From an optimization exercise on the open Yosys and OpenROAD flow, aimed at small area; shortcuts taken in it are not production practice.
Function was checked by simulation only, so behaviour that the tests miss may differ from the original.
No run shown here takes its clock network from TritonCTS; it comes from the design's own scripts or RTL.
The flow treats the clock pin as an ideal source. Dropping or thinning the clock tree relies on that and would not hold on a real chip.
Power figures rest on the tool's default switching activity, not on a simulated workload.

==> flow/design.v <==
`timescale 1ns / 1ps
module d_ff(
    clk,
    rst,
    d,
    q
);
input wire clk;
input wire rst;
input wire d;
output reg q;
always@(posedge clk) begin
    if (rst)
        q <= 1'b0;
    else
        q <= d;
end
endmodule
`timescale 1ns / 1ps
module KEY_PRESS(
    clk,
    rst,
    key_sw,
    rise
);
input clk;
input rst;
input key_sw;
output rise;
localparam [18:0] C0   = 19'h66E32;
localparam [18:0] R    = 19'h3FFFF;
localparam [18:0] MASK = 19'b0101010101010101010;
reg  [18:0] q;
wire [18:0] s = q ^ MASK;
wire        en = key_sw & ~rst;
wire        fb = ~(s[18] ^ s[5]) | rise;
assign rise = (s == R);
always @(posedge clk)
    q <= (en ? {s[17:0], fb} : C0) ^ MASK;
endmodule
`timescale 1ns / 1ps
module VGA(
    vga_clk,
    rst,
    disp_row,
    disp_col,
    redOut,
    greenOut,
    blueOut,
    hsync,
    vsync,
    draw_finish,
    pre_finish,
    display_data
);
input vga_clk;
input rst;
input [4:0] disp_row;
input [2:0] disp_col;
output redOut, greenOut, blueOut;
output hsync;
output vsync;
output draw_finish;
output pre_finish;
output display_data;
reg [4:0] ha, hb, va, vb;
function ge5;
    input [4:0] x;
    input [4:0] k;
    integer i;
    begin
        ge5 = 1'b1;
        for (i = 0; i < 5; i = i + 1)
            ge5 = k[i] ? (x[i] & ge5) : (x[i] | ge5);
    end
endfunction
function hge;
    input [4:0] a;
    input [4:0] b;
    input integer t;
    begin
        hge = (t / 25 == 31) ? ((a == 5'd31) & ge5(b, t % 25))
            : (ge5(a, t / 25 + 1) | ((a == t / 25) & ge5(b, t % 25)));
    end
endfunction
function hin;     
    input [4:0] a;
    input [4:0] b;
    input integer lo;
    input integer hi;
    begin
        hin = hge(a, b, lo) & ~hge(a, b, hi + 1);
    end
endfunction
localparam [4:0] HA0 = 5'd1, HB0 = 5'd5, VA0 = 5'd18, VB0 = 5'd16;
wire hb_end = hb[4] & hb[3];                     
wire vb_end = vb[4] & vb[3];                     
wire va_end = va[4] & va[2];                     
wire h_end  = (ha == 5'd1) & (hb == 5'd4);       
wire vb_clr = h_end & vb_end;
wire va_clr = vb_clr & va_end;
wire [5:0] tha, thb, tva, tvb;
assign thb[0] = 1'b1;
assign tha[0] = hb_end;
assign tvb[0] = h_end;
assign tva[0] = vb_clr;
genvar i;
generate
    for (i = 0; i < 5; i = i + 1) begin : cnt
        assign tha[i+1] = tha[i] & ha[i];
        assign thb[i+1] = thb[i] & hb[i];
        assign tva[i+1] = tva[i] & va[i];
        assign tvb[i+1] = tvb[i] & vb[i];
        always @(posedge vga_clk) begin
            ha[i] <= rst ? HA0[i] : (ha[i] ^ tha[i]);
            hb[i] <= rst ? HB0[i] : ~hb_end & (hb[i] ^ thb[i]);
            va[i] <= rst ? VA0[i] : ~va_clr & (va[i] ^ tva[i]);
            vb[i] <= rst ? VB0[i] : ~vb_clr & (vb[i] ^ tvb[i]);
        end
    end
endgenerate
wire last_line = (va == 5'd18) & (vb == 5'd15);   
wire h_30 = (ha == 5'd1) & (hb == 5'd5);          
wire h_31 = (ha == 5'd1) & (hb == 5'd6);          
assign pre_finish  = last_line & h_30;
assign draw_finish = last_line & h_31;
wire hsync_n = hin(ha, hb, 30, 125);              
wire disp_h  = hge(ha, hb, 173) | ~hge(ha, hb, 13);    
wire h143    = (ha == 5'd6) & (hb == 5'd23);
wire grid_h  = h143 | hin(ha, hb, 399, 593);      
wire bord_h  = hin(ha, hb, 391, 601);             
wire vsync_n = (va == 5'd18) & (vb[4:1] == 4'd8);  
wire disp_v  = hge(va, vb, 500) | ~hge(va, vb, 455);   
wire grid_v  = ~hge(va, vb, 441);                 
wire bord_v  = hge(va, vb, 517) | ~hge(va, vb, 449);   
assign hsync = ~hsync_n;
assign vsync = ~vsync_n;
assign display_data = disp_h & disp_v;
wire col_hit = h143 ? (disp_col == 3'd5)
             : (ha == 5'd15) ? (disp_col == 3'd0)
             : (ha[2:0] == disp_col);
wire row_hit = (va == disp_row);
wire lit = col_hit & row_hit;
reg [2:0] rgb;
always @(*) begin
    if (!display_data)
        rgb = 3'b000;
    else if (grid_h && grid_v)
        rgb = lit ? 3'b111 : 3'b000;
    else if (bord_h && bord_v)
        rgb = 3'b100;
    else
        rgb = 3'b001;
end
assign {redOut, greenOut, blueOut} = rgb;
endmodule
`timescale 1ns / 1ps
module STORAGE_CTRL;
endmodule
`timescale 1ns / 1ps
module GAME_CTRL(
    clk,
    rst,
    rise,
    draw_finish,
    pre_finish,
    disp_row,
    disp_col
);
input clk;
input rst;
input [3:0] rise;         
input draw_finish;
input pre_finish;         
output [4:0] disp_row;    
output [2:0] disp_col;
reg [3:0] op_keys_lt;     
reg [3:0] frame_keys;     
reg [7:0] head_x;
reg [7:0] head_y;
reg pub_valid;            
reg shown_valid;          
wire [8:0] row = head_y + head_x[7:3];
wire row_ok = ~|row[8:5] & ~(row[4] & |row[3:1]);
assign disp_row = (shown_valid & row_ok) ? row[4:0] : 5'd31;
assign disp_col = head_x[2:0];
always @(posedge clk) begin
    if (rst) begin
        head_x <= 0;
        head_y <= 0;
    end
    else if (pre_finish) begin
        if (frame_keys[0])
            head_y <= head_y - 8'd1;
        if (frame_keys[2])
            head_x <= head_x - 8'd1;
    end
    else if (draw_finish) begin
        if (frame_keys[1])
            head_y <= (~|head_y[7:4]) ? {3'b000, head_y[3:0] + 5'd1} : 8'd17;
        if (frame_keys[3])
            head_x <= (~|head_x[7:3] & ~(head_x[2] & head_x[1])) ? {5'b00000, head_x[2:0] + 3'd1} : 8'd7;
    end
end
always @(posedge clk) begin
    if (rst) begin
        op_keys_lt <= 0;
        frame_keys <= 0;
        pub_valid <= 0;
        shown_valid <= 0;
    end
    else if (draw_finish) begin
        op_keys_lt <= rise;
        frame_keys <= op_keys_lt;
        pub_valid <= 1;
        shown_valid <= pub_valid;
    end
    else if (!pre_finish)
        op_keys_lt <= op_keys_lt | rise;
end
endmodule
`timescale 1ns / 1ps
module GRID_CTRL;
endmodule
`timescale 1ns / 1ps
module Tetris(
    I_CLK,
    I_KEY_UP,
    I_KEY_DOWN,
    I_KEY_LEFT,
    I_KEY_RIGHT,
    I_RESET,
    O_RED,
    O_GREEN,
    O_BLUE,
    O_HSYNC,
    O_VSYNC,
    O_LED_KUP,
    O_LED_KDOWN,
    O_LED_KLEFT,
    O_LED_KRIGHT,
    display_data,
    draw_finish
);
input I_CLK;
input I_KEY_UP;
input I_KEY_DOWN;
input I_KEY_LEFT;
input I_KEY_RIGHT;
input I_RESET;
output O_RED;
output O_GREEN;
output O_BLUE;
output O_HSYNC;
output O_VSYNC;
output O_LED_KUP;
output O_LED_KDOWN;
output O_LED_KLEFT;
output O_LED_KRIGHT;
output draw_finish;
output display_data;
wire [3:0] rise;
wire [4:0] disp_row;
wire [2:0] disp_col;
wire pre_finish;
assign O_LED_KUP = I_KEY_UP;
assign O_LED_KDOWN = I_KEY_DOWN;
assign O_LED_KLEFT = I_KEY_LEFT;
assign O_LED_KRIGHT = I_KEY_RIGHT;
KEY_PRESS up_key_event    (.clk(I_CLK), .rst(I_RESET), .key_sw(I_KEY_UP),    .rise(rise[0]));
KEY_PRESS down_key_event  (.clk(I_CLK), .rst(I_RESET), .key_sw(I_KEY_DOWN),  .rise(rise[1]));
KEY_PRESS left_key_event  (.clk(I_CLK), .rst(I_RESET), .key_sw(I_KEY_LEFT),  .rise(rise[2]));
KEY_PRESS right_key_event (.clk(I_CLK), .rst(I_RESET), .key_sw(I_KEY_RIGHT), .rise(rise[3]));
VGA vga_controller
(
    .vga_clk(I_CLK),
    .rst(I_RESET),
    .disp_row(disp_row),
    .disp_col(disp_col),
    .redOut(O_RED),
    .greenOut(O_GREEN),
    .blueOut(O_BLUE),
    .hsync(O_HSYNC),
    .vsync(O_VSYNC),
    .draw_finish(draw_finish),
    .pre_finish(pre_finish),
    .display_data(display_data)
);
GAME_CTRL game_module
(
    .clk(I_CLK),
    .rst(I_RESET),
    .rise(rise),
    .draw_finish(draw_finish),
    .pre_finish(pre_finish),
    .disp_row(disp_row),
    .disp_col(disp_col)
);
endmodule
==> flow/flow/run.sh <==
#!/bin/bash
# Own layout flow: the standard synthesis, then the combinational logic between the
# flip-flops re-mapped for area with ABC (the flip-flops are kept as they are): several
# seeded runs, the smallest one that Yosys proves equivalent to the standard netlist is
# used. Then the standard layout steps, with the smallest port buffers and a two-level
# clock tree of a few large buffers.
set -uo pipefail
WORK=$(pwd -P)
R=$WORK/orfs/results/sky130hd/Tetris/base
LIB=$FLOW_HOME/platforms/sky130hd/lib/sky130_fd_sc_hd__tt_025C_1v80.lib
YOSYS=$FLOW_HOME/../tools/install/yosys/bin/yosys
[[ -x $YOSYS ]] || YOSYS=yosys
DONTUSE="-dont_use *probe* -dont_use *lpflow*"

bash standard.sh $R/1_2_yosys.v > $WORK/log_synth.txt 2>&1 || exit 1
cp $R/1_2_yosys.v $WORK/netlist_std.v
sed 's/^module Tetris(/module gold(/' $WORK/netlist_std.v > $WORK/eq_gold.v

# re-mapping runs, 6 at a time
i=0
for run in nf:1 nf:2 nf:3 nf:4 nf:5 nf:6 nf:7 nf:8 nf:9 nf:10 nf:11 nf:12 \
           amap:1 amap:2 amap:3 amap:4 amap:5 amap:6; do
  kind=${run%%:*}; seed=${run##*:}
  i=$((i + 1))
  sed "s/{SEED}/$seed/" flow/abc_$kind.script > $WORK/abc_run_$i.script
  sed -e "s#{LIB}#$LIB#g; s#{IN}#$WORK/netlist_std.v#; s#{OUT}#$WORK/netlist_reopt_$i.v#; s#{SCRIPT}#$WORK/abc_run_$i.script#; s#{DONTUSE}#$DONTUSE#" \
    flow/reopt.ys > $WORK/reopt_run_$i.ys
  $YOSYS -s $WORK/reopt_run_$i.ys > $WORK/log_reopt_$i.txt 2>&1 &
  if (( i % 6 == 0 )); then wait; fi
done
wait

# candidates by area, smallest first
: > $WORK/reopt_areas.txt
for j in $(seq 1 $i); do
  a=$(grep "Chip area for module" $WORK/log_reopt_$j.txt | tail -1 | awk '{print $NF}')
  [[ -n "$a" && -s $WORK/netlist_reopt_$j.v ]] && echo "$a $j" >> $WORK/reopt_areas.txt
done
echo "standard netlist kept" > $WORK/reopt_status.txt
for j in $(sort -g $WORK/reopt_areas.txt | awk '{print $2}'); do
  sed 's/^module Tetris(/module gate(/' $WORK/netlist_reopt_$j.v > $WORK/eq_gate.v
  sed -e "s#{LIB}#$LIB#g; s#{GOLD}#$WORK/eq_gold.v#; s#{GATE}#$WORK/eq_gate.v#" flow/equiv.ys > $WORK/equiv_run.ys
  if $YOSYS -s $WORK/equiv_run.ys > $WORK/log_equiv_$j.txt 2>&1; then
    cp $WORK/netlist_reopt_$j.v $R/1_2_yosys.v
    echo "re-mapped netlist $j used" > $WORK/reopt_status.txt
    break
  fi
done
touch $R/1_2_yosys.v

# Port buffers of the smallest buffer; a two-level clock tree of a few large inverters.
export BUFFER_PORTS_ARGS="-inputs -outputs -buffer_cell sky130_fd_sc_hd__buf_1"
export PRE_CTS_TCL=$WORK/flow/cts_tree.tcl
export CTS_TREE_ROOT=sky130_fd_sc_hd__inv_6
export CTS_TREE_CONFIGS="3:sky130_fd_sc_hd__inv_16 4:sky130_fd_sc_hd__inv_12 4:sky130_fd_sc_hd__inv_16 5:sky130_fd_sc_hd__inv_16 6:sky130_fd_sc_hd__inv_16 8:sky130_fd_sc_hd__inv_16"
export CTS_TREE_MAX_SLEW=0.108
bash standard.sh finish > $WORK/log_layout.txt 2>&1
==> flow/flow/abc_amap.script <==
strash
&get -n
&deepsyn -T 30 -S {SEED}
&put
amap
topo
==> flow/flow/abc_nf.script <==
strash
&get -n
&deepsyn -T 30 -S {SEED}
&nf -R 1000 -p -F 8 -A 8
&put
topo
==> flow/flow/cts_tree.tcl <==
proc out_iterm { inst } {
  foreach it [$inst getITerms] {
    if {[$it isOutputSignal]} { return $it }
  }
  error "no output pin on [$inst getName]"
}

# Simple two-level clock tree: one root buffer fed by the clock port, K leaf buffers,
# each driving one k-means cluster of the flip-flops. Sources setRC etc. from caller.
proc build_clock_tree { clk_port_name K root_cell leaf_cell } {
  set db [ord::get_db]
  set block [ord::get_db_block]
  set clknet [[$block findBTerm $clk_port_name] getNet]
  set sinks {}
  foreach it [$clknet getITerms] {
    set inst [$it getInst]
    set bb [$inst getBBox]
    lappend sinks [list $it [expr {([$bb xMin] + [$bb xMax]) / 2.0}] [expr {([$bb yMin] + [$bb yMax]) / 2.0}]]
  }
  set n [llength $sinks]
  # k-means, seeded along x
  set sorted [lsort -real -index 1 $sinks]
  set cx {}; set cy {}
  for {set k 0} {$k < $K} {incr k} {
    set s [lindex $sorted [expr {int(($k + 0.5) * $n / $K)}]]
    lappend cx [lindex $s 1]; lappend cy [lindex $s 2]
  }
  for {set iter 0} {$iter < 30} {incr iter} {
    set cap [expr {($n + $K - 1) / $K}]
    set sx [lrepeat $K 0.0]; set sy [lrepeat $K 0.0]; set cnt [lrepeat $K 0]
    set assign [lrepeat $n -1]
    # balanced assignment: sinks nearest to some centre first, each to the nearest centre with room
    set order {}
    set i 0
    foreach s $sinks {
      set bd 1e30
      for {set k 0} {$k < $K} {incr k} {
        set d [expr {abs([lindex $s 1] - [lindex $cx $k]) + abs([lindex $s 2] - [lindex $cy $k])}]
        if {$d < $bd} { set bd $d }
      }
      lappend order [list $i $bd]
      incr i
    }
    foreach o [lsort -real -index 1 $order] {
      set i [lindex $o 0]
      set s [lindex $sinks $i]
      set best -1; set bd 1e30
      for {set k 0} {$k < $K} {incr k} {
        if {[lindex $cnt $k] >= $cap} continue
        set d [expr {abs([lindex $s 1] - [lindex $cx $k]) + abs([lindex $s 2] - [lindex $cy $k])}]
        if {$d < $bd} { set bd $d; set best $k }
      }
      lset assign $i $best
      lset sx $best [expr {[lindex $sx $best] + [lindex $s 1]}]
      lset sy $best [expr {[lindex $sy $best] + [lindex $s 2]}]
      lset cnt $best [expr {[lindex $cnt $best] + 1}]
    }
    for {set k 0} {$k < $K} {incr k} {
      if {[lindex $cnt $k] > 0} {
        lset cx $k [expr {[lindex $sx $k] / [lindex $cnt $k]}]
        lset cy $k [expr {[lindex $sy $k] / [lindex $cnt $k]}]
      }
    }
  }
  puts "clock tree: $n sinks, clusters: $cnt"
  set rootm [$db findMaster $root_cell]
  set leafm [$db findMaster $leaf_cell]
  # root buffer at the centroid of the leaf buffers
  set rx 0.0; set ry 0.0
  for {set k 0} {$k < $K} {incr k} { set rx [expr {$rx + [lindex $cx $k] / $K}]; set ry [expr {$ry + [lindex $cy $k] / $K}] }
  set root [odb::dbInst_create $block $rootm "clkbuf_root_I_CLK"]
  set rootnet [odb::dbNet_create $block "clknet_root_I_CLK"]
  $rootnet setSigType CLOCK
  [$root findITerm A] connect $clknet
  [out_iterm $root] connect $rootnet
  $root setLocation [expr {int($rx)}] [expr {int($ry)}]
  $root setPlacementStatus PLACED
  set leafnets {}
  for {set k 0} {$k < $K} {incr k} {
    set b [odb::dbInst_create $block $leafm "clkbuf_leaf_${k}_I_CLK"]
    set net [odb::dbNet_create $block "clknet_leaf_${k}_I_CLK"]
    $net setSigType CLOCK
    [$b findITerm A] connect $rootnet
    [out_iterm $b] connect $net
    $b setLocation [expr {int([lindex $cx $k])}] [expr {int([lindex $cy $k])}]
    $b setPlacementStatus PLACED
    lappend leafnets $net
  }
  set i 0
  foreach s $sinks {
    set it [lindex $s 0]
    $it disconnect
    $it connect [lindex $leafnets [lindex $assign $i]]
    incr i
  }
}

proc remove_clock_tree { clk_port_name } {
  set block [ord::get_db_block]
  set clknet [[$block findBTerm $clk_port_name] getNet]
  foreach inst [$block getInsts] {
    if {![string match "clkbuf_leaf_*_I_CLK" [$inst getName]]} continue
    set net [[out_iterm $inst] getNet]
    foreach it [$net getITerms] {
      if {[$it getInst] == $inst} continue
      $it disconnect
      $it connect $clknet
    }
    odb::dbInst_destroy $inst
    odb::dbNet_destroy $net
  }
  set root [$block findInst "clkbuf_root_I_CLK"]
  set rnet [$block findNet "clknet_root_I_CLK"]
  odb::dbInst_destroy $root
  odb::dbNet_destroy $rnet
}

proc max_clock_pin_slew { } {
  set mx 0
  foreach p [get_pins -hierarchical */CLK] {
    set v [get_property $p slew_max]
    if {$v > $mx} { set mx $v }
  }
  return $mx
}

# Sourced by ORFS's cts.tcl as PRE_CTS_TCL: its clock_tree_synthesis call builds this tree
# instead: one CTS_TREE_ROOT cell fed by the clock port, driving the leaf cells, each of
# which drives one cluster of flip-flops. CTS_TREE_CONFIGS lists "leaves:cell" choices,
# smallest first; the first whose estimated flip-flop clock slew is at most
# CTS_TREE_MAX_SLEW (ns) is kept. Root and leaves are both inverters or both buffers, so
# the flip-flops see the clock's own polarity.
# The rest of cts.tcl (placement legalisation, timing repair) runs as usual.
proc clock_tree_synthesis { args } {
  set_propagated_clock [all_clocks]
  set configs $::env(CTS_TREE_CONFIGS)
  set last [expr {[llength $configs] - 1}]
  set n 0
  foreach cfg $configs {
    lassign [split $cfg :] k leaf
    build_clock_tree I_CLK $k $::env(CTS_TREE_ROOT) $leaf
    detailed_placement
    estimate_parasitics -placement
    set slew [max_clock_pin_slew]
    puts "clock tree with $k leaves of $leaf: estimated largest clock pin slew $slew"
    if {$slew <= $::env(CTS_TREE_MAX_SLEW) || $n == $last} break
    remove_clock_tree I_CLK
    incr n
  }
}
==> flow/flow/equiv.ys <==
# The re-mapped netlist must do what the standard one does, flip-flop for flip-flop.
read_liberty -ignore_miss_func {LIB}
read_verilog {GOLD} {GATE}
flatten gold gate
opt_clean
equiv_make gold gate eq
hierarchy -top eq
equiv_simple -undef
equiv_induct -undef
equiv_status -assert
==> flow/flow/reopt.ys <==
# Re-map the combinational logic of the standard synthesis netlist for area.
# Every flip-flop instance keeps its name, cell type and connections.
read_liberty -ignore_miss_func {LIB}
read_verilog {IN}
hierarchy -top Tetris
setattr -mod -set keep_hierarchy 1 sky130_fd_sc_hd__*df* sky130_fd_sc_hd__dl*
flatten
opt_clean -purge
techmap
opt -fast
abc -script {SCRIPT} -liberty {LIB} {DONTUSE}
opt_clean -purge
hilomap -singleton -hicell sky130_fd_sc_hd__conb_1 HI -locell sky130_fd_sc_hd__conb_1 LO
splitnets
opt_clean -purge
rename -enumerate -pattern _ro%_ Tetris
select -assert-none Tetris/t:$*
stat -liberty {LIB} Tetris
select Tetris
write_verilog -noattr -nohex -nodec -selected {OUT}
==> flow/standard.sh <==
#!/bin/bash
# synth_recipe.tcl (not shown) runs the flow's synth.tcl, then flattens the netlist and writes it again
# the make line also repeats each setting of config.mk as NAME=value (left out here)
make -C /OpenROAD-flow-scripts/flow DESIGN_CONFIG=/design/flow/config.mk WORK_HOME=/design/flow/orfs CLKGATE_MAP_FILE= SYNTH_SCRIPT=/design/flow/synth_recipe.tcl "${@:-finish}"
==> flow/config.mk <==
export PLATFORM = sky130hd
export DESIGN_NAME = Tetris
export DESIGN_NICKNAME = Tetris
export VERILOG_FILES = /design/flow/design.v
export SDC_FILE = /design/flow/constraint.sdc
export NUM_CORES = 4
export LEC_CHECK = 0
export CAP_MARGIN = 0
export CELL_PAD_IN_SITES_DETAIL_PLACEMENT = 0
export CELL_PAD_IN_SITES_GLOBAL_PLACEMENT = 0
export CORE_MARGIN = 2
export CORE_UTILIZATION = 80
export CTS_BUF_LIST = sky130_fd_sc_hd__clkbuf_8
export CTS_CLUSTER_DIAMETER = 500
export CTS_CLUSTER_SIZE = 100
export PLACE_DENSITY = 0.9
export SLEW_MARGIN = 0
==> flow/constraint.sdc <==
create_clock -name core_clock -period 40.0 [get_ports {I_CLK}]
set_input_delay 8.0000 -clock core_clock [delete_from_list [all_inputs] [get_ports {I_CLK}]]
set_output_delay 8.0000 -clock core_clock [all_outputs]
set_load 0.01 [all_outputs]
==> impl_results.md, run 1 <==
* Status: complete, no violations
* Share of cells above drive strength 1 at 0.0123
* Clk pin slew, worst setup/hold paths at 0.11 ns
* Layout net count at 497
* Hpwl dp at 6.69 mm
* Worst slew margin at 0.400
* Post CTS Setup Buffer Count at 0
* Reg area at 0.00244 mm2
* Gpl congestion at 0.932
* Post-cts sizing count at 0
* Core ar. at 0.00514 mm2
* Antenna-violating nets left at 0
* Clock latency on the worst-skew pair at 0.24 ns
* Gate count of the mapped netlist at 467
* DR iter-0 viols at 274
* Max Slew Vio Count at 0
* Number of I/O pins at 17
* Area of the multi-input gates at 0.00183 mm2
* Hold buffers post-CTS at 0
* Tmin final at 16.29 ns
* Most common cell on crit path: buf_1
* CP cell instances: buf_1, buf_1
* Setup TNS at 0 ns
* F_max at 61.4 MHz
* Via density at 6.34
* Critical Path AT at 8.29 ns
* Die area at 0.00597 mm2
* Synth Warn # at 3
* Final Hold Fails at 0
* Critical path's largest stage delay at 0.17 ns
* Initial Util at 0.836
* Mapped Area at 0.00430 mm2
* Crit. End Element: output port
* DIE WIDTH at 77.3 um
* Final period utilization at 0.407
* Pre-antenna DRT Iters at 6
* Final setup viols at 0
* WP data required at 32.00 ns
* PwrDens at 41.5 mW/mm2
* Worst Tran Pin Value at 0.898 ns
* Top Family by Delay on Critical Path: buffers and inverters
* Startpoint Class: primary input
* Slowest cell on crit path: buf_1
* Mapped Nets at 473
* Maxcap violations at 0
* Vias post-DR at 3542
* First-pass GRT wire length at 16.2 mm
* All-layer global routing usage at 0.328
* Area Growth Syn to Fin at 5.68%
* Post-Syn Area per Cell at 9.20 um2
* Maximum vdd ir drop at 0.0000384 V
* DR DRC count at 0
* WP buf/inv at 2
* Kind of critical path: in2out
* Pin count of the biggest net entering global routing at 32
* Clock skew at 0.0162 ns
* Crit Path Max Fanout at 3
* Rows at 26
* Ant. Diodes at 0
* Routed wire per std cell at 17.3 um
* IO Port Bufs at 16
* Routed WL at 9.66 mm
* Die Span Y at 77.3 um
* Fillers at 259
* Static Leak at 1.68 nW
* Grt ovf at 0
* Antenna violations before repair at 0
* Total power at 0.000188 W
* Worst Hold Class: reg2reg
* RSZ-0062 raised after global routing: false
* Vias in the first global route at 3502
layout by cell type (no fill, tap or decap), types with 2 or more instances in the layout:
cell type / instances
dfxtp_1: 122
nor2_1: 77
nand2_1: 61
o21ai_0: 31
a21oi_1: 27
buf_1: 16
xnor2_1: 15
nor4_1: 12
nor3_1: 12
nand4_1: 8
or3_1: 7
clkinv_1: 7
nand2b_1: 7
and3_1: 7
nand3_1: 6
a22o_1: 6
xor2_1: 6
nor2b_1: 6
nor3b_1: 5
or2_0: 4
inv_16: 4
and2_0: 3
a211oi_1: 3
nand4b_1: 3
o311ai_0: 2
a221oi_1: 2
a31oi_1: 2
o221ai_1: 2
nor4bb_1: 2
nor4b_1: 2
o21a_1: 2
path summary, 6_finish.rpt:
kind,start,end,slack [ns],cells past startpoint
worst min register to register,down_key_event.q[2],down_key_event.q[3],0.38,1
worst max-delay path,I_KEY_UP,O_LED_KUP,23.71,2
worst min-delay path,down_key_event.q[2],down_key_event.q[3],0.38,1
worst max register to register,vga_controller.hb[4],game_module.head_y[7],36.16,11
per-stage QoR:
| step | setup slack [ns] | instance area [um2] | std cells | utilization | hold slack [ns] |
|---|---|---|---|---|---|
| floorplan | 24.00 | 4300 | 467 | - | 0.353 |
| global placement | 23.75 | 4450 | 554 | 0.866 | 0.354 |
| detailed placement | 23.70 | 4450 | 554 | 0.866 | 0.365 |
| CTS | 23.69 | 4540 | 559 | 0.883 | 0.382 |
| global route | 23.67 | 4540 | 559 | 0.883 | 0.401 |
| finish | 23.71 | 4540 | 559 | 0.883 | 0.380 |
where the power goes:
group	switching [W]	total, W	internal [W]
Clock	0.0000430	0.0000502	0.00000717
Sequential	0.00000357	0.000129	0.000125
Combinational	0.00000590	0.00000923	0.00000334
layout make-up:
| type | count | share of cell area |
|---|---|---|
| timing repair buffer | 17 | 0.0149 |
| tap | 70 | 0.0193 |
| sequential | 122 | 0.538 |
| multi-input combinational | 338 | 0.402 |
| inverter | 12 | 0.0254 |
registers in the layout (all words and copies together) (netlist names):
signal,count
down_key_event.q,19
left_key_event.q,19
right_key_event.q,19
up_key_event.q,19
game_module.head_x,8
game_module.head_y,8
vga_controller.ha,5
vga_controller.hb,5
vga_controller.va,5
vga_controller.vb,5
game_module.frame_keys,4
game_module.op_keys_lt,4
game_module.pub_valid,1
game_module.shown_valid,1
routing by layer:
layer  track usage  share of wire  vias to the layer above
met5             0              0                        -
met4         0.105          0.041                        0
met3        0.0247          0.055                       44
met2         0.589           0.51                      152
met1         0.422           0.40                     1660
li1              -              -                     1686
==> inputs of run 2 (changes only) <==
--- a/flow/flow/reopt.ys
+++ b/flow/flow/reopt.ys
@@ -11,6 +11,7 @@
 abc -script {SCRIPT} -liberty {LIB} {DONTUSE}
 opt_clean -purge
 hilomap -singleton -hicell sky130_fd_sc_hd__conb_1 HI -locell sky130_fd_sc_hd__conb_1 LO
+insbuf -buf sky130_fd_sc_hd__buf_1 A X Tetris
 splitnets
 opt_clean -purge
 rename -enumerate -pattern _ro%_ Tetris
==> run 2 against run 1 <==
Effect of this change: fmax about the same; flip-flop and latch count stayed put; via count is 0.14% higher; critical path depth unchanged; design area unchanged; critical path type unchanged; critical endpoint is now O_LED_KLEFT; largest cell class unchanged; largest power group unchanged.
==> impl_results.md, run 2 <==
* Crit Path Max Fanout at 3 (unchanged)
* Most common cell on crit path: buf_1
* Top sig layer: met4
* Area Growth Syn to Fin at 5.31%
* Die Span Y at 77.4 um (+0.16%)
* Crit. End Element: output port
* F_max at 61.3 MHz (about the same)
* Static Leak at 1.68 nW (unchanged)
* Max Slew Vio Count at 0 (unchanged)
* WP data required at 32.00 ns (about the same)
* PwrDens at 41.3 mW/mm2 (-0.53%)
* Design area at 0.00454 mm2 (unchanged)
* Synth Warn # at 3 (unchanged)
* Ant. Diodes at 0 (unchanged)
* Gpl congestion at 0.875 (-6.1%)
* DIE WIDTH at 77.4 um (+0.16%)
* Core ar. at 0.00514 mm2 (unchanged)
* Startpoint Class: primary input
* DR iter-0 viols at 358 (+31%)
* Place WS at 23.69 ns (-0.00420 ns)
* Critical path's largest stage delay at 0.18 ns (about the same)
* PnR worst setup slack at 23.69 ns (-0.0151 ns)
* Die area at 0.00599 mm2 (+0.32%)
* Final setup viols at 0 (unchanged)
* Rows at 26 (unchanged)
* Worst setup path start: I_KEY_LEFT
* Maximum vdd ir drop at 0.0000355 V (-7.6%)
* Reg-to-Reg Start: vga_controller.ha[1]
* Share of cells above drive strength 1 at 0.0123 (unchanged)
* Layout net count at 497 (unchanged)
* Setup TNS at 0 ns (unchanged)
* Placed Cells at 554 (unchanged)
* Clock skew at 0.0176 ns (+0.00138 ns)
* Maxcap violations at 0 (unchanged)
* Reg area at 0.00244 mm2 (unchanged)
* Most frequent cells in the layout: dfxtp_1, nor2_1, nand2_1, o21ai_0, a21oi_1
* Mapped Nets at 477 (+0.85%)
* WP buf/inv at 2 (unchanged)
* R2R Setup Slk at 36.18 ns (+0.02 ns)
* Placed Area at 0.00445 mm2 (unchanged)
* Fillers at 257 (-0.77%)
* Vias in the first global route at 3390 (-3.2%)
* Tmin final at 16.31 ns (+0.0151 ns)
* Antenna violations before repair at 0 (unchanged)
* Via density at 6.35 (+0.14%)
* HP Start: right_key_event.q[17]
* IO Port Bufs at 16 (unchanged)
* Critical Path AT at 8.31 ns (+0.02 ns)
* Post-Syn Area per Cell at 9.15 um2 (-0.50%)
* Fin cells at 559 (unchanged)
* First-pass GRT wire length at 15.7 mm (-3.2%)
* All-layer global routing usage at 0.319 (-0.00915)
* Gate count of the mapped netlist at 471 (+0.86%)
* Hpwl dp at 6.65 mm (-0.60%)
* Mapped Area at 0.00431 mm2 (+0.35%)
* Most common cell after layout, fill and taps aside: dfxtp_1
* Vias post-DR at 3547 (+0.14%)
* RSZ-0062 raised after global routing: false
* Pin count of the biggest net entering global routing at 32 (unchanged)
* DR DRC count at 0 (unchanged)
* Worst Tran Pin Value at 0.999 ns (+0.101 ns)
* Worst Hold Class: reg2reg
* Final period utilization at 0.408 (about the same)
* Top Family by Delay on Critical Path: buffers and inverters
* Grt ovf at 0 (unchanged)
* Met1 WL at 3.81 mm (-0.81%)
* Status: complete, no violations
* Kind of critical path: in2out
* Initial Util at 0.839 (+0.00292)
* Pre-antenna DRT Iters at 6 (unchanged)
* Worst slew margin at 0.333 (-0.0677)
* Met3 wire len at 577 um (+8.5%)
* CP cell instances: buf_1, buf_1
* Routed WL at 9.48 mm (-1.9%)
* Util after Layout at 0.883 (unchanged)
* Hold buffers post-CTS at 0 (unchanged)
* Post-cts sizing count at 0 (unchanged)
* Routed wire per std cell at 17.0 um (-1.9%)
* Met2 WL at 4.76 mm (-2.4%)
* Clock latency on the worst-skew pair at 0.24 ns (about the same)
* Clk pin slew, worst setup/hold paths at 0.10 ns (about the same)
* Number of I/O pins at 17 (unchanged)
* Post CTS Setup Buffer Count at 0 (unchanged)
* Final Hold Fails at 0 (unchanged)
* Slowest cell on crit path: buf_1
* Antenna-violating nets left at 0 (unchanged)
* Area of the multi-input gates at 0.00183 mm2 (unchanged)
run 2: routing by layer:
metal  GRT usage  up-vias
li1            -     1695
met1       0.395     1672
met5           0        -
met4      0.0946        0
met2       0.591      138
met3      0.0291       42
run 2: path summary, 6_finish.rpt:
| path | endpoint | cells past startpoint |
|---|---|---|
| setup / recovery | O_LED_KLEFT | 2 |
| hold / removal | right_key_event.q[18] | 1 |
| setup reg to reg | game_module.head_y[7] | 12 |
| hold reg to reg | right_key_event.q[18] | 1 |
run 2: layout make-up:
class | instances | share of cell area
inverter | 12 | 0.0254
multi-input combinational | 338 | 0.402
sequential | 122 | 0.538
tap | 70 | 0.0193
timing repair buffer | 17 | 0.0149
run 2: per-stage QoR:
step	hold slack [ns]	power [W]
floorplan	0.353	0.000137
finish	0.386	0.000187
global placement	0.354	0.000139
global route	0.405	0.000192
CTS	0.390	0.000187
detailed placement	0.366	0.000140
run 2: report_power, final:
part           switching (W)  internal, W
Combinational     0.00000570   0.00000334
Sequential        0.00000349     0.000125
Clock              0.0000423   0.00000716
Total              0.0000515     0.000136
run 2: worst reg2reg max path, delay by kind of cell (launching register included):
kind / cells / cell delay (ns)
AO/OA/AOI/OAI: 2 / 0.33
flip-flops: 1 / 0.49
AND/OR/NAND/NOR: 10 / 2.91
==> inputs of run 3 (changes only) <==
--- a/flow/design.v
+++ b/flow/design.v
@@ -30,11 +30,12 @@
 localparam [18:0] C0   = 19'h66E32;
 localparam [18:0] R    = 19'h3FFFF;
 localparam [18:0] MASK = 19'b0101010101010101010;
+localparam [18:0] RMASK = 19'h7FEFD;    
 reg  [18:0] q;
 wire [18:0] s = q ^ MASK;
 wire        en = key_sw & ~rst;
 wire        fb = ~(s[18] ^ s[5]) | rise;
-assign rise = (s == R);
+assign rise = ((s & RMASK) == (R & RMASK));
 always @(posedge clk)
     q <= (en ? {s[17:0], fb} : C0) ^ MASK;
 endmodule
--- a/flow/flow/run.sh
+++ b/flow/flow/run.sh
@@ -19,6 +19,7 @@
 # re-mapping runs, 6 at a time
 i=0
 for run in nf:1 nf:2 nf:3 nf:4 nf:5 nf:6 nf:7 nf:8 nf:9 nf:10 nf:11 nf:12 \
+           nf:13 nf:14 nf:15 nf:16 nf:17 nf:18 \
            amap:1 amap:2 amap:3 amap:4 amap:5 amap:6; do
   kind=${run%%:*}; seed=${run##*:}
   i=$((i + 1))
==> run 3 against run 2 <==
Effect of this change: sequential share of layout area down 0.31 points; synthesized cell count is 0.85% higher; via count rose by 3.7%.
==> impl_results.md, run 3 <==
* Kind of critical path: in2out
* Max Slew Vio Count at 0 (unchanged)
* R2R cell count at 10 (-2)
* Synth Warn # at 3 (unchanged)
* R2R Setup Slk at 36.30 ns (+0.12 ns)
* Post-cts sizing count at 0 (unchanged)
* CP cell instances: buf_1, buf_1
* Critical Path AT at 8.31 ns (about the same)
* Critical path's largest stage delay at 0.18 ns (about the same)
* Final Hold Fails at 0 (unchanged)
* Routed WL at 9.90 mm (+4.5%)
* Clock skew at 0.0141 ns (-0.00343 ns)
* Post-Syn Area per Cell at 9.11 um2 (-0.41%)
* Antenna violations before repair at 0 (unchanged)
* Hold buffers post-CTS at 0 (unchanged)
* Final period utilization at 0.408 (about the same)
* Pin count of the biggest net entering global routing at 32 (unchanged)
* Reg-to-Reg Start: vga_controller.ha[2]
* Routed wire per std cell at 17.6 um (+3.6%)
* Hold endpoint: down_key_event.q[7]
* Startpoint Class: primary input
* Maximum vdd ir drop at 0.0000431 V (+21%)
* Area Growth Syn to Fin at 5.46%
* Number of I/O pins at 17 (unchanged)
* Clock latency on the worst-skew pair at 0.24 ns (about the same)
* Total power at 0.000188 W (+0.39%)
* Top Family by Delay on Critical Path: buffers and inverters
* Final setup viols at 0 (unchanged)
* Setup TNS at 0 ns (unchanged)
* Mapped Area at 0.00433 mm2 (+0.44%)
* Status: complete, no violations
* Tmin final at 16.31 ns (-0.00200 ns)
* Initial Util at 0.837 (-0.00165)
* Grt ovf at 0 (unchanged)
* Vias in the first global route at 3384 (-0.18%)
* Worst Hold Depth at 1 (unchanged)
* Crit Path Max Fanout at 3 (unchanged)
* Util after Layout at 0.883 (about the same)
* RSZ-0062 raised after global routing: false
* IO Port Bufs at 16 (unchanged)
* Fillers at 256 (-0.39%)
* PwrDens at 41.2 mW/mm2 (-0.19%)
* HP Start: down_key_event.q[6]
* Worst Tran Pin Value at 0.633 ns (-0.365 ns)
* Gpl congestion at 0.870 (-0.57%)
* WP buf/inv at 2 (unchanged)
* Most common cell on crit path: buf_1
* Slowest cell on crit path: buf_1
* Share of cells above drive strength 1 at 0.0142 (+0.00190)
* Layout net count at 502 (+1.0%)
* Most frequent cells in the layout: dfxtp_1, nor2_1, nand2_1, a21oi_1, o21ai_0
* Hpwl dp at 6.56 mm (-1.4%)
* Core ar. at 0.00517 mm2 (+0.63%)
* DIE WIDTH at 77.6 um (+0.21%)
* Crit. End Element: output port
* Most common cell after layout, fill and taps aside: dfxtp_1
* Vias post-DR at 3679 (+3.7%)
* Die area at 0.00602 mm2 (+0.41%)
* Worst slew margin at 0.575 (+0.242)
* Worst Hold Class: reg2reg
* RR Endpoint: game_module.head_y[6]
* Rows at 26 (unchanged)
* Via density at 6.52 (+2.8%)
* Antenna-violating nets left at 0 (unchanged)
* WP data required at 32.00 ns (about the same)
* Die Span Y at 77.6 um (+0.21%)
* Mapped Nets at 481 (+0.84%)
* All-layer global routing usage at 0.330 (+0.0108)
* Clk pin slew, worst setup/hold paths at 0.10 ns (about the same)
* Post CTS Setup Buffer Count at 0 (unchanged)
* Pre-antenna DRT Iters at 5 (-1)
* F_max at 61.3 MHz (about the same)
* Ant. Diodes at 0 (unchanged)
* Static Leak at 1.72 nW (+2.5%)
* First-pass GRT wire length at 16.3 mm (+4.0%)
* Maxcap violations at 0 (unchanged)
* DR iter-0 viols at 336 (-6.1%)
* Gate count of the mapped netlist at 475 (+0.85%)
* DR DRC count at 0 (unchanged)
## run 3: area by class of cell
| type | instances | area [um2] | area share |
|---|---|---|---|
| timing repair buffer | 18 | 75.1 | 0.0164 |
| tap | 70 | 87.6 | 0.0192 |
| sequential | 122 | 2440 | 0.535 |
| inverter | 12 | 115 | 0.0252 |
| multi-input combinational | 342 | 1850 | 0.404 |
## run 3: how the worst max path moves through the flow
stage                     startpoint           to  slack [ns]  cells past startpoint
after floorplan           I_KEY_DOWN  O_LED_KDOWN       23.88                      1
after global placement    I_KEY_DOWN  O_LED_KDOWN       23.74                      2
after detailed placement  I_KEY_LEFT  O_LED_KLEFT       23.71                      2
after CTS                 I_KEY_LEFT  O_LED_KLEFT       23.69                      2
after global routing      I_KEY_LEFT  O_LED_KLEFT       23.69                      2
final                     I_KEY_LEFT  O_LED_KLEFT       23.69                      2
## run 3: routing by layer
| layer | share of wire | routed length (um) | track usage | vias to the layer above |
|---|---|---|---|---|
| met4 | 0.024 | 236 | 0.0804 | 0 |
| met1 | 0.40 | 3950 | 0.423 | 1742 |
| met5 | 0 | 0 | 0 | - |
| met2 | 0.52 | 5120 | 0.615 | 176 |
| li1 | - | - | - | 1729 |
| met3 | 0.060 | 599 | 0.0140 | 32 |
## run 3: power breakdown
part / internal (W) / switching (W) / leakage, nW / total [W]
Combinational: 0.00000319 / 0.00000575 / 0.676 / 0.00000894
Sequential: 0.000125 / 0.00000357 / 0.998 / 0.000129
Clock: 0.00000717 / 0.0000430 / 0.0437 / 0.0000502
Total: 0.000136 / 0.0000523 / 1.72 / 0.000188
## run 3: through the flow
stage / cell area [um2] / setup WS (ns) / hold slack [ns] / cells
after global placement: 4480 / 23.74 / 0.363 / 559
after global routing: 4570 / 23.69 / 0.397 / 564
after detailed placement: 4480 / 23.71 / 0.368 / 559
after CTS: 4570 / 23.69 / 0.382 / 564
after floorplan: 4330 / 23.88 / 0.353 / 475
final: 4570 / 23.69 / 0.375 / 564
==> inputs of run 4 (changes only) <==
--- a/flow/flow/run.sh
+++ b/flow/flow/run.sh
@@ -3,7 +3,7 @@
 # flip-flops re-mapped for area with ABC (the flip-flops are kept as they are): several
 # seeded runs, the smallest one that Yosys proves equivalent to the standard netlist is
 # used. Then the standard layout steps, with the smallest port buffers and a two-level
-# clock tree of a few large buffers.
+# clock tree of a few large inverters.
 set -uo pipefail
 WORK=$(pwd -P)
 R=$WORK/orfs/results/sky130hd/Tetris/base
@@ -18,9 +18,10 @@
 
 # re-mapping runs, 6 at a time
 i=0
-for run in nf:1 nf:2 nf:3 nf:4 nf:5 nf:6 nf:7 nf:8 nf:9 nf:10 nf:11 nf:12 \
-           nf:13 nf:14 nf:15 nf:16 nf:17 nf:18 \
-           amap:1 amap:2 amap:3 amap:4 amap:5 amap:6; do
+runs=""
+for seed in $(seq 1 36); do runs="$runs nf:$seed"; done
+for seed in $(seq 1 12); do runs="$runs amap:$seed"; done
+for run in $runs; do
   kind=${run%%:*}; seed=${run##*:}
   i=$((i + 1))
   sed "s/{SEED}/$seed/" flow/abc_$kind.script > $WORK/abc_run_$i.script
==> run 4 against run 3 <==
Effect of this change: die area fell by 0.44%; final cell count is 0.89% lower; worst setup slack worse by 0.0057 ns; wire length decreased by 0.72%; design area decreased by 0.44%; total power about the same; clock skew is essentially flat; global-route usage shrank 0.30 points; core utilization is 0.17 points higher; sequential share of layout area increased by 0.24 points; largest cell class unchanged.
==> impl_results.md, run 4 <==
* Startpoint Class: primary input
* Hpwl dp at 6.16 mm (-6.1%)
* Routed WL at 9.83 mm (-0.72%)
* Fillers at 258 (+0.78%)
* Core ar. at 0.00514 mm2 (-0.63%)
* Worst Tran Pin Value at 0.863 ns (+0.230 ns)
* Hold_ws at 0.389 ns (+0.0138 ns)
* R2R cell count at 11 (+1)
* Routed wire per std cell at 17.6 um (+0.17%)
* Slowest cell on crit path: buf_1
* Clock skew at 0.0141 ns (+0.00000720 ns)
* Reg-to-Reg Start: vga_controller.va[2]
* Final Hold Fails at 0 (unchanged)
* Util after Layout at 0.884 (+0.00169)
* Critical Path AT at 8.31 ns (about the same)
* Post-cts sizing count at 0 (unchanged)
* Synth Warn # at 3 (unchanged)
* Initial Util at 0.838 (+0.00140)
* PnR worst setup slack at 23.69 ns (-0.00570 ns)
* Worst path depth at 2 (unchanged)
* Vias in the first global route at 3396 (+0.35%)
* Static Leak at 1.70 nW (-1.2%)
* DR DRC count at 0 (unchanged)
* Final period utilization at 0.408 (about the same)
* Place WS at 23.72 ns (+0.0151 ns)
* Clk pin slew, worst setup/hold paths at 0.10 ns (about the same)
* Number of I/O pins at 17 (unchanged)
* Pin count of the biggest net entering global routing at 32 (unchanged)
* Ant. Diodes at 0 (unchanged)
* Most frequent cells in the layout: dfxtp_1, nor2_1, nand2_1, a21oi_1, o21ai_0
* Clock latency on the worst-skew pair at 0.23 ns (about the same)
* F_max at 61.3 MHz (about the same)
* Grt ovf at 0 (unchanged)
* Max Slew Vio Count at 0 (unchanged)
* Status: complete, no violations
* Mapped Area at 0.00431 mm2 (-0.46%)
* Final setup viols at 0 (unchanged)
* All-layer global routing usage at 0.327 (-0.00296)
* RR Endpoint: game_module.head_x[7]
* Worst Hold Class: reg2reg
* Rows at 26 (unchanged)
* Critical path's largest stage delay at 0.17 ns (about the same)
* Worst slew margin at 0.417 (-0.159)
* Gate count of the mapped netlist at 470 (-1.1%)
* Post CTS Setup Buffer Count at 0 (unchanged)
* CP cell instances: buf_1, buf_1
* Vias post-DR at 3565 (-3.1%)
* R2R Setup Slk at 36.04 ns (-0.26 ns)
* Hold endpoint: right_key_event.q[2]
* HP Start: right_key_event.q[1]
* Die area at 0.00599 mm2 (-0.44%)
* Antenna-violating nets left at 0 (unchanged)
* Worst Hold Depth at 1 (unchanged)
* Antenna violations before repair at 0 (unchanged)
* Kind of critical path: in2out
* Mapped Nets at 476 (-1.0%)
* Crit. End Element: output port
* Tmin final at 16.31 ns (+0.00570 ns)
* Placed Cells at 554 (-0.89%)
* WP buf/inv at 2 (unchanged)
* DR iter-0 viols at 220 (-35%)
* RSZ-0062 raised after global routing: false
* Die Span Y at 77.4 um (-0.22%)
* Crit Path Max Fanout at 3 (unchanged)
* DIE WIDTH at 77.4 um (-0.22%)
* First-pass GRT wire length at 16.1 mm (-1.6%)
* Pre-antenna DRT Iters at 5 (unchanged)
* Top Family by Delay on Critical Path: buffers and inverters
* IO Port Bufs at 16 (unchanged)
* Setup TNS at 0 ns (unchanged)
* Gpl congestion at 0.913 (+4.9%)
* Post-Syn Area per Cell at 9.17 um2 (+0.60%)
* Fin cells at 559 (-0.89%)
* Most common cell after layout, fill and taps aside: dfxtp_1
* Hold buffers post-CTS at 0 (unchanged)
* Maximum vdd ir drop at 0.0000340 V (-21%)
* Via density at 6.38 (-2.2%)
* Most common cell on crit path: buf_1
* Maxcap violations at 0 (unchanged)
* Layout net count at 497 (-1.0%)
* PwrDens at 41.4 mW/mm2 (+0.52%)
* Area Growth Syn to Fin at 5.49% (about the same)
* WP data required at 32.00 ns (about the same)
* Share of cells above drive strength 1 at 0.0143 (+0.000145)
run 4: cell types whose count changed in the layout (fill, tap and decap cells not counted), sizes merged, moves of 4 or more:
cell,before,now
a211oi,7,11
xnor2,5,9
nor3b,6,2
nand2b,9,4
o21ai,28,22
nand2,58,63
run 4: area by class of cell:
cell class	count	area (um2)	share of cell area
multi-input cells	338	1830	0.402
well taps	70	87.6	0.0193
repair buffers	18	75.1	0.0165
flip-flops and latches	122	2440	0.537
inverters	11	111	0.0245
run 4: how the worst max path moves through the flow:
stage | start | endpoint | slack [ns]
finish | I_KEY_RIGHT | O_LED_KRIGHT | 23.69
global route | I_KEY_RIGHT | O_LED_KRIGHT | 23.68
CTS | I_KEY_RIGHT | O_LED_KRIGHT | 23.70
detailed placement | I_KEY_RIGHT | O_LED_KRIGHT | 23.72
global placement | I_KEY_DOWN | O_LED_KDOWN | 23.75
floorplan | I_KEY_DOWN | O_LED_KDOWN | 23.88
run 4: routing by layer:
| layer | global-route usage | vias to the layer above | share of wire |
|---|---|---|---|
| li1 | - | 1708 | - |
| met2 | 0.598 | 147 | 0.50 |
| met3 | 0.0221 | 26 | 0.055 |
| met5 | 0 | - | 0 |
| met1 | 0.422 | 1684 | 0.42 |
| met4 | 0.0857 | 0 | 0.023 |
run 4: metrics by stage:
stage,total power (W),instance area (um2)
floorplan,0.000138,4310
global placement,0.000141,4460
detailed placement,0.000141,4460
CTS,0.000188,4550
global route,0.000194,4550
finish,0.000188,4550
run 4: power by group:
part / leakage, nW / internal, W / switching, W / total (W)
logic: 0.655 / 0.00000363 / 0.00000609 / 0.00000973
registers: 0.998 / 0.000126 / 0.00000388 / 0.000129
clock network: 0.0437 / 0.00000716 / 0.0000420 / 0.0000491

## what the ideal ports hide
How much do the figures lean on ideal ports? The routed layouts below were timed once more, with nothing changed but the port constraints. Step 1 assumes that a clkbuf_16 drives the clock port and a buf_2 every other input. Step 2 adds t to the input delays and takes it off the output delays; t is the mean of the earliest and latest rising clock arrival at the registers after step 1. Input paths then give back, and output paths get back, about the clock's delay inside the block. a / b / c = ideal ports / drivers / drivers and shift; a / b = the first two.
run | t, ns | setup slack, ns | worst setup path at the end | worst register clock-pin slew, ns | cell pins on the clock port's net
run 1 | 0.269 | 23.705 / 23.678 / 23.678 | input to output | 0.11 / 0.11 | 1
run 2 | 0.268 | 23.690 / 23.662 / 23.662 | input to output | 0.10 / 0.10 | 1
run 3 | 0.270 | 23.692 / 23.670 / 23.670 | input to output | 0.10 / 0.10 | 1
run 4 | 0.266 | 23.687 / 23.640 / 23.640 | input to output | 0.10 / 0.10 | 1
After both steps setup and hold are still met in every run listed. The setup slack of run 4, which loses most, moves by -0.047 ns with the drivers and by -0.047 ns with both steps.
